Context: an optimization exercise on an open-source flow, tuned for small area and a short achievable clock period. The choices shown serve that exercise and are no tape-out recipe.

==> 12-08: inputs <==
Design DSP, start of the top module:
module DSP (a,b,c,d,clk,rst_n,p);
    parameter OPERATION = "ADD" ;
    input [17:0] a,b,d;
    input [47:0] c;
    input clk,rst_n;
    output reg [47:0] p;
    wire [19:0] ax = {2'b00, a};
        reg [8:0] bo, bt, bn;
    reg bz;
    reg [17:0] s1;
    wire [17:0] s0;
    ks18 u_pre (.a(b), .b(d), .s(s0));
    reg [115:0] x;
    wire [115:0] xe = x ^ 116'b01101001010010001001001000100010001000100010001000011000000000000000000000000000000000000000000000000000000000000000;
    reg [47:0] r0;
    reg [47:6] r1;
    reg rc;
    wire [47:0] cd = {c[47:36] - 12'd1, c[35:0]};
    wire [115:0] xn;
    wire [8:0] nn = ~bn;
    wire [18:0] sx = {1'b0, s1};
    wire [18:0] sy = {s1, 1'b0};
    wire [17:0] pz = {18{bz}} & s1;
    wire [18:0] pp0 = (({19{bo[0]}} & sx) | ({19{bt[0]}} & sy)) ^ {19{bn[0]}};
    wire [18:0] pp1 = (({19{bo[1]}} & sx) | ({19{bt[1]}} & sy)) ^ {19{bn[1]}};
    wire [18:0] pp2 = (({19{bo[2]}} & sx) | ({19{bt[2]}} & sy)) ^ {19{bn[2]}};
    wire [18:0] pp3 = (({19{bo[3]}} & sx) | ({19{bt[3]}} & sy)) ^ {19{bn[3]}};
    wire [18:0] pp4 = (({19{bo[4]}} & sx) | ({19{bt[4]}} & sy)) ^ {19{bn[4]}};
    wire [18:0] pp5 = (({19{bo[5]}} & sx) | ({19{bt[5]}} & sy)) ^ {19{bn[5]}};
    wire [18:0] pp6 = (({19{bo[6]}} & sx) | ({19{bt[6]}} & sy)) ^ {19{bn[6]}};
    wire [18:0] pp7 = (({19{bo[7]}} & sx) | ({19{bt[7]}} & sy)) ^ {19{bn[7]}};
    wire [18:0] pp8 = (({19{bo[8]}} & sx) | ({19{bt[8]}} & sy)) ^ {19{bn[8]}};
    wire fs1, fk1;
    wire fs2, fk2;
    wire fs3, fk3;
  ...
==> flow/config.mk <==
export PLATFORM = sky130hd
export DESIGN_NAME = DSP
export DESIGN_NICKNAME = DSP
export VERILOG_FILES = /design/flow/design.v
export SDC_FILE = /design/flow/constraint.sdc
export NUM_CORES = 4
export LEC_CHECK = 0
export CAP_MARGIN = 20
export CORE_MARGIN = 2
export CORE_UTILIZATION = 60
export CTS_BUF_LIST = sky130_fd_sc_hd__clkbuf_8
export CTS_CLUSTER_DIAMETER = 60
export CTS_CLUSTER_SIZE = 16
export SETUP_SLACK_MARGIN = 4.5
export SLEW_MARGIN = 20
export SYNTH_HIERARCHICAL = 1
export SYNTH_MINIMUM_KEEP_SIZE = 0
==> flow/constraint.sdc <==
create_clock -name core_clock -period 7.0 [get_ports {clk}]
set_input_delay 1.4000 -clock core_clock [delete_from_list [all_inputs] [get_ports {clk}]]
set_output_delay 1.4000 -clock core_clock [all_outputs]
set_load 0.01 [all_outputs]
standard.sh (not shown) runs the stock make flow with config.mk's settings and CLKGATE_MAP_FILE= SYNTH_SCRIPT=/design/flow/synth_recipe.tcl, a recipe that flattens the netlist after the stock synthesis.
==> flow/flow/run.sh <==
#!/bin/bash
# Standard ORFS layout (the standard.sh, unchanged synthesis), except that the
# input and output ports are buffered with a plain buffer cell instead of the
# delay-type buffer that buffer_ports picks by default.
set -euo pipefail
bash standard.sh "BUFFER_PORTS_ARGS=-buffer_cell sky130_fd_sc_hd__buf_1" finish > orfs_make.log 2>&1
==> 05-10 (differences from 12-08) <==
--- a/flow/design.v
+++ b/flow/design.v
@@ -35,26 +35,32 @@
             end
         end
     end endgenerate
     assign s = p[0] ^ {g[L][W-2:0], 1'b0};
 endmodule
+module benc (input h, input m, input l, output one, output two, output neg);
+    assign one = m ^ l;
+    assign two = (h & ~m & ~l) | (~h & m & l);
+    assign neg = h;
+endmodule
 module DSP (a,b,c,d,clk,rst_n,p);
     parameter OPERATION = "ADD" ;
     input [17:0] a,b,d;
     input [47:0] c;
     input clk,rst_n;
     output reg [47:0] p;
-    wire [19:0] ax = {2'b00, a};
-        reg [8:0] bo, bt, bn;
-    reg bz;
+    reg [17:0] a1;
+    wire [19:0] ax = {2'b00, a1};
+    wire [8:0] bo, bt, bn;
+    wire bz;
     reg [17:0] s1;
     wire [17:0] s0;
     ks18 u_pre (.a(b), .b(d), .s(s0));
     reg [115:0] x;
-    wire [115:0] xe = x ^ 116'b01101001010010001001001000100010001000100010001000011000000000000000000000000000000000000000000000000000000000000000;
+    wire [115:0] xe = x;
     reg [47:0] r0;
-    reg [47:6] r1;
+    reg [47:8] r1;
     reg rc;
     wire [47:0] cd = {c[47:36] - 12'd1, c[35:0]};
     wire [115:0] xn;
     wire [8:0] nn = ~bn;
     wire [18:0] sx = {1'b0, s1};
@@ -67,10 +73,20 @@
     wire [18:0] pp4 = (({19{bo[4]}} & sx) | ({19{bt[4]}} & sy)) ^ {19{bn[4]}};
     wire [18:0] pp5 = (({19{bo[5]}} & sx) | ({19{bt[5]}} & sy)) ^ {19{bn[5]}};
     wire [18:0] pp6 = (({19{bo[6]}} & sx) | ({19{bt[6]}} & sy)) ^ {19{bn[6]}};
     wire [18:0] pp7 = (({19{bo[7]}} & sx) | ({19{bt[7]}} & sy)) ^ {19{bn[7]}};
     wire [18:0] pp8 = (({19{bo[8]}} & sx) | ({19{bt[8]}} & sy)) ^ {19{bn[8]}};
+    benc u_be0 (.h(ax[1]), .m(ax[0]), .l(1'b0), .one(bo[0]), .two(bt[0]), .neg(bn[0]));
+    benc u_be1 (.h(ax[3]), .m(ax[2]), .l(ax[1]), .one(bo[1]), .two(bt[1]), .neg(bn[1]));
+    benc u_be2 (.h(ax[5]), .m(ax[4]), .l(ax[3]), .one(bo[2]), .two(bt[2]), .neg(bn[2]));
+    benc u_be3 (.h(ax[7]), .m(ax[6]), .l(ax[5]), .one(bo[3]), .two(bt[3]), .neg(bn[3]));
+    benc u_be4 (.h(ax[9]), .m(ax[8]), .l(ax[7]), .one(bo[4]), .two(bt[4]), .neg(bn[4]));
+    benc u_be5 (.h(ax[11]), .m(ax[10]), .l(ax[9]), .one(bo[5]), .two(bt[5]), .neg(bn[5]));
+    benc u_be6 (.h(ax[13]), .m(ax[12]), .l(ax[11]), .one(bo[6]), .two(bt[6]), .neg(bn[6]));
+    benc u_be7 (.h(ax[15]), .m(ax[14]), .l(ax[13]), .one(bo[7]), .two(bt[7]), .neg(bn[7]));
+    benc u_be8 (.h(ax[17]), .m(ax[16]), .l(ax[15]), .one(bo[8]), .two(bt[8]), .neg(bn[8]));
+    assign bz = a1[17];
     wire fs1, fk1;
     wire fs2, fk2;
     wire fs3, fk3;
     wire fs4, fk4;
     wire fs5, fk5;
@@ -598,48 +614,21 @@
     assign xn[114] = fs91;
     assign xn[115] = fk91;
     wire [47:0] r0n = {cd[47], cd[46], cd[45], cd[44], cd[43], cd[42], cd[41], cd[40], cd[39], cd[38], hk27, fk170, fk169, fk168, fk167, fk166, fk165, fk164, fk163, fk162, fk161, fk160, fk159, fk158, fk157, fk156, fk155, fk154, fk153, fk152, fk151, fk150, fk149, fk148, fk147, fk146, fk145, fk144, fk143, fk142, fk141, fk140, fk139, hk26, hk25, hk24, fk138, fs138};
     wire [47:0] r1n = {1'b0, 1'b0, 1'b0, 1'b0, 1'b0, 1'b0, 1'b0, 1'b0, 1'b0, 1'b0, cd[37], hs27, fs170, fs169, fs168, fs167, fs166, fs165, fs164, fs163, fs162, fs161, fs160, fs159, fs158, fs157, fs156, fs155, fs154, fs153, fs152, fs151, fs150, fs149, fs148, fs147, fs146, fs145, fs144, fs143, fs142, fs141, fs140, fs139, hs26, hs25, hs24, 1'b0};
     always @(posedge clk) s1 <= s0;
-    wire [6:0] lo = r0n[5:0] + r1n[5:0];
-    wire [42:0] hi = {r0[47:6], 1'b1} + {r1[47:6], rc};
+    wire [8:0] lo = r0n[7:0] + r1n[7:0];
+    wire [40:0] hi = {r0[47:8], 1'b1} + {r1[47:8], rc};
     always @(posedge clk or negedge rst_n) begin
         if (!rst_n) begin
-            bo <= 0; bt <= 0; bn <= 0; bz <= 0;
-            x <= 0; r0 <= 0; r1 <= 0; rc <= 0; p <= 0;
+            a1 <= 0;
+            x <= 116'b01101001010010001001001000100010001000100010001000011000000000000000000000000000000000000000000000000000000000000000; r0 <= 0; r1 <= 0; rc <= 0; p <= 0;
         end else begin
-            bo[0] <= ax[0] ^ 1'b0;
-            bt[0] <= (ax[1] & ~ax[0] & ~1'b0) | (~ax[1] & ax[0] & 1'b0);
-            bn[0] <= ax[1];
-            bo[1] <= ax[2] ^ ax[1];
-            bt[1] <= (ax[3] & ~ax[2] & ~ax[1]) | (~ax[3] & ax[2] & ax[1]);
-            bn[1] <= ax[3];
-            bo[2] <= ax[4] ^ ax[3];
-            bt[2] <= (ax[5] & ~ax[4] & ~ax[3]) | (~ax[5] & ax[4] & ax[3]);
-            bn[2] <= ax[5];
-            bo[3] <= ax[6] ^ ax[5];
-            bt[3] <= (ax[7] & ~ax[6] & ~ax[5]) | (~ax[7] & ax[6] & ax[5]);
-            bn[3] <= ax[7];
-            bo[4] <= ax[8] ^ ax[7];
-            bt[4] <= (ax[9] & ~ax[8] & ~ax[7]) | (~ax[9] & ax[8] & ax[7]);
-            bn[4] <= ax[9];
-            bo[5] <= ax[10] ^ ax[9];
-            bt[5] <= (ax[11] & ~ax[10] & ~ax[9]) | (~ax[11] & ax[10] & ax[9]);
-            bn[5] <= ax[11];
-            bo[6] <= ax[12] ^ ax[11];
-            bt[6] <= (ax[13] & ~ax[12] & ~ax[11]) | (~ax[13] & ax[12] & ax[11]);
-            bn[6] <= ax[13];
-            bo[7] <= ax[14] ^ ax[13];
-            bt[7] <= (ax[15] & ~ax[14] & ~ax[13]) | (~ax[15] & ax[14] & ax[13]);
-            bn[7] <= ax[15];
-            bo[8] <= ax[16] ^ ax[15];
-            bt[8] <= (ax[17] & ~ax[16] & ~ax[15]) | (~ax[17] & ax[16] & ax[15]);
-            bn[8] <= ax[17];
-            bz <= a[17];
-            x  <= xn ^ 116'b01101001010010001001001000100010001000100010001000011000000000000000000000000000000000000000000000000000000000000000;
-            r0 <= {r0n[47:6], lo[5:0]};
-            r1 <= r1n[47:6];
-            rc <= lo[6];
-            p  <= {hi[42:1], r0[5:0]};
+            a1 <= a;
+            x  <= xn;
+            r0 <= {r0n[47:8], lo[7:0]};
+            r1 <= r1n[47:8];
+            rc <= lo[8];
+            p  <= {hi[40:1], r0[7:0]};
         end
     end
 endmodule
==> flow/flow/run.sh (replaced) <==
#!/bin/bash
# Standard ORFS layout (the standard.sh, unchanged synthesis), except:
# - the input and output ports are buffered with a plain buf_1 instead of the
#   delay-type buffer that buffer_ports picks by default;
# - clock tree synthesis inserts no dummy load cells.
set -euo pipefail
bash standard.sh \
  "BUFFER_PORTS_ARGS=-buffer_cell sky130_fd_sc_hd__buf_1" \
  "CTS_ARGS=-sink_clustering_enable -repair_clock_nets -sink_clustering_size 16 -sink_clustering_max_diameter 60 -buf_list sky130_fd_sc_hd__clkbuf_8 -dont_use_dummy_load" \
  finish > orfs_make.log 2>&1
==> flow_metrics.env <==
export IMPL_crit_chain="ha_4 > a211oi_4 > nor2_4 > o21ai_4 > o311ai_4 > a31oi_4 > o21a_1 > o41ai_2 > xnor2_1"
export IMPL_place_gp_congestion=0.8782
export IMPL_dr_wl_met3_um=2819
export IMPL_routedWlPerCell_um=20.17
export IMPL_netSwitchingPower_uw=4223
export IMPL_finClkSkew_ns=0.02209
export IMPL_pre_cts_ws_ns=3.912
export IMPL_num_multi_input_gates=1030
export IMPL_p_int_uw=5675
export IMPL_cellLeakagePower_uw=0.008165
export IMPL_muxShareOfSynthArea_pct=0.1119
export IMPL_status="timing/DRC/antenna clean"
export IMPL_design_core_area_um2=29480
export IMPL_hp_start="r0[5]"
export IMPL_irDropWorstVdd_uv=222.3
export IMPL_powerDensity_nw_per_um2=492.3
[end of results for 12-08]
==> flow_metrics.env <==
export IMPL_status="timing/DRC/antenna clean"
export IMPL_p_int_uw=5484
export IMPL_num_multi_input_gates=1063
export IMPL_routedWlPerCell_um=22.67
export IMPL_muxShareOfSynthArea_pct=0.1690
export IMPL_finClkSkew_ns=0.05504
export IMPL_place_gp_congestion=0.8912
export IMPL_powerDensity_nw_per_um2=447.0
export IMPL_design_core_area_um2=29400
export IMPL_pre_cts_ws_ns=3.526
[end of results for 05-10]
No run of this note included a check of the RTL's function; only the layout flow was run.

port drivers added, routing unchanged:
Ports are ideal in the flow. The routed layouts listed here were re-timed in OpenROAD. Step 1 sets driving cells, clkbuf_16 on the clock port and buf_2 on the other inputs (assumed; they add their load-dependent delay and slew). Step 2, shift: input delay + t, output delay - t, t = (earliest + latest rising clock arrival at the registers) / 2. This alone moves slack from input paths to output paths. Slacks: ideal ports / drivers / drivers and shift; pairs: ideal ports / drivers.
| run | shift t [ns] | setup WS [ns] | worst hold slack (ns) | clock arrival spread, ns |
|---|---|---|---|---|
| 12-08 | 0.627 | 4.484 / 4.448 / 4.033 | 0.354 / 0.354 / 0.354 | 0.023 / 0.023 |
| 05-10 | 0.611 | 4.331 / 4.331 / 3.902 | 0.341 / 0.341 / 0.341 | 0.061 / 0.061 |
After both steps every run listed still meets setup and hold. The setup slack of 12-08, which loses most, moves by -0.036 ns with the drivers and by -0.451 ns with both steps.
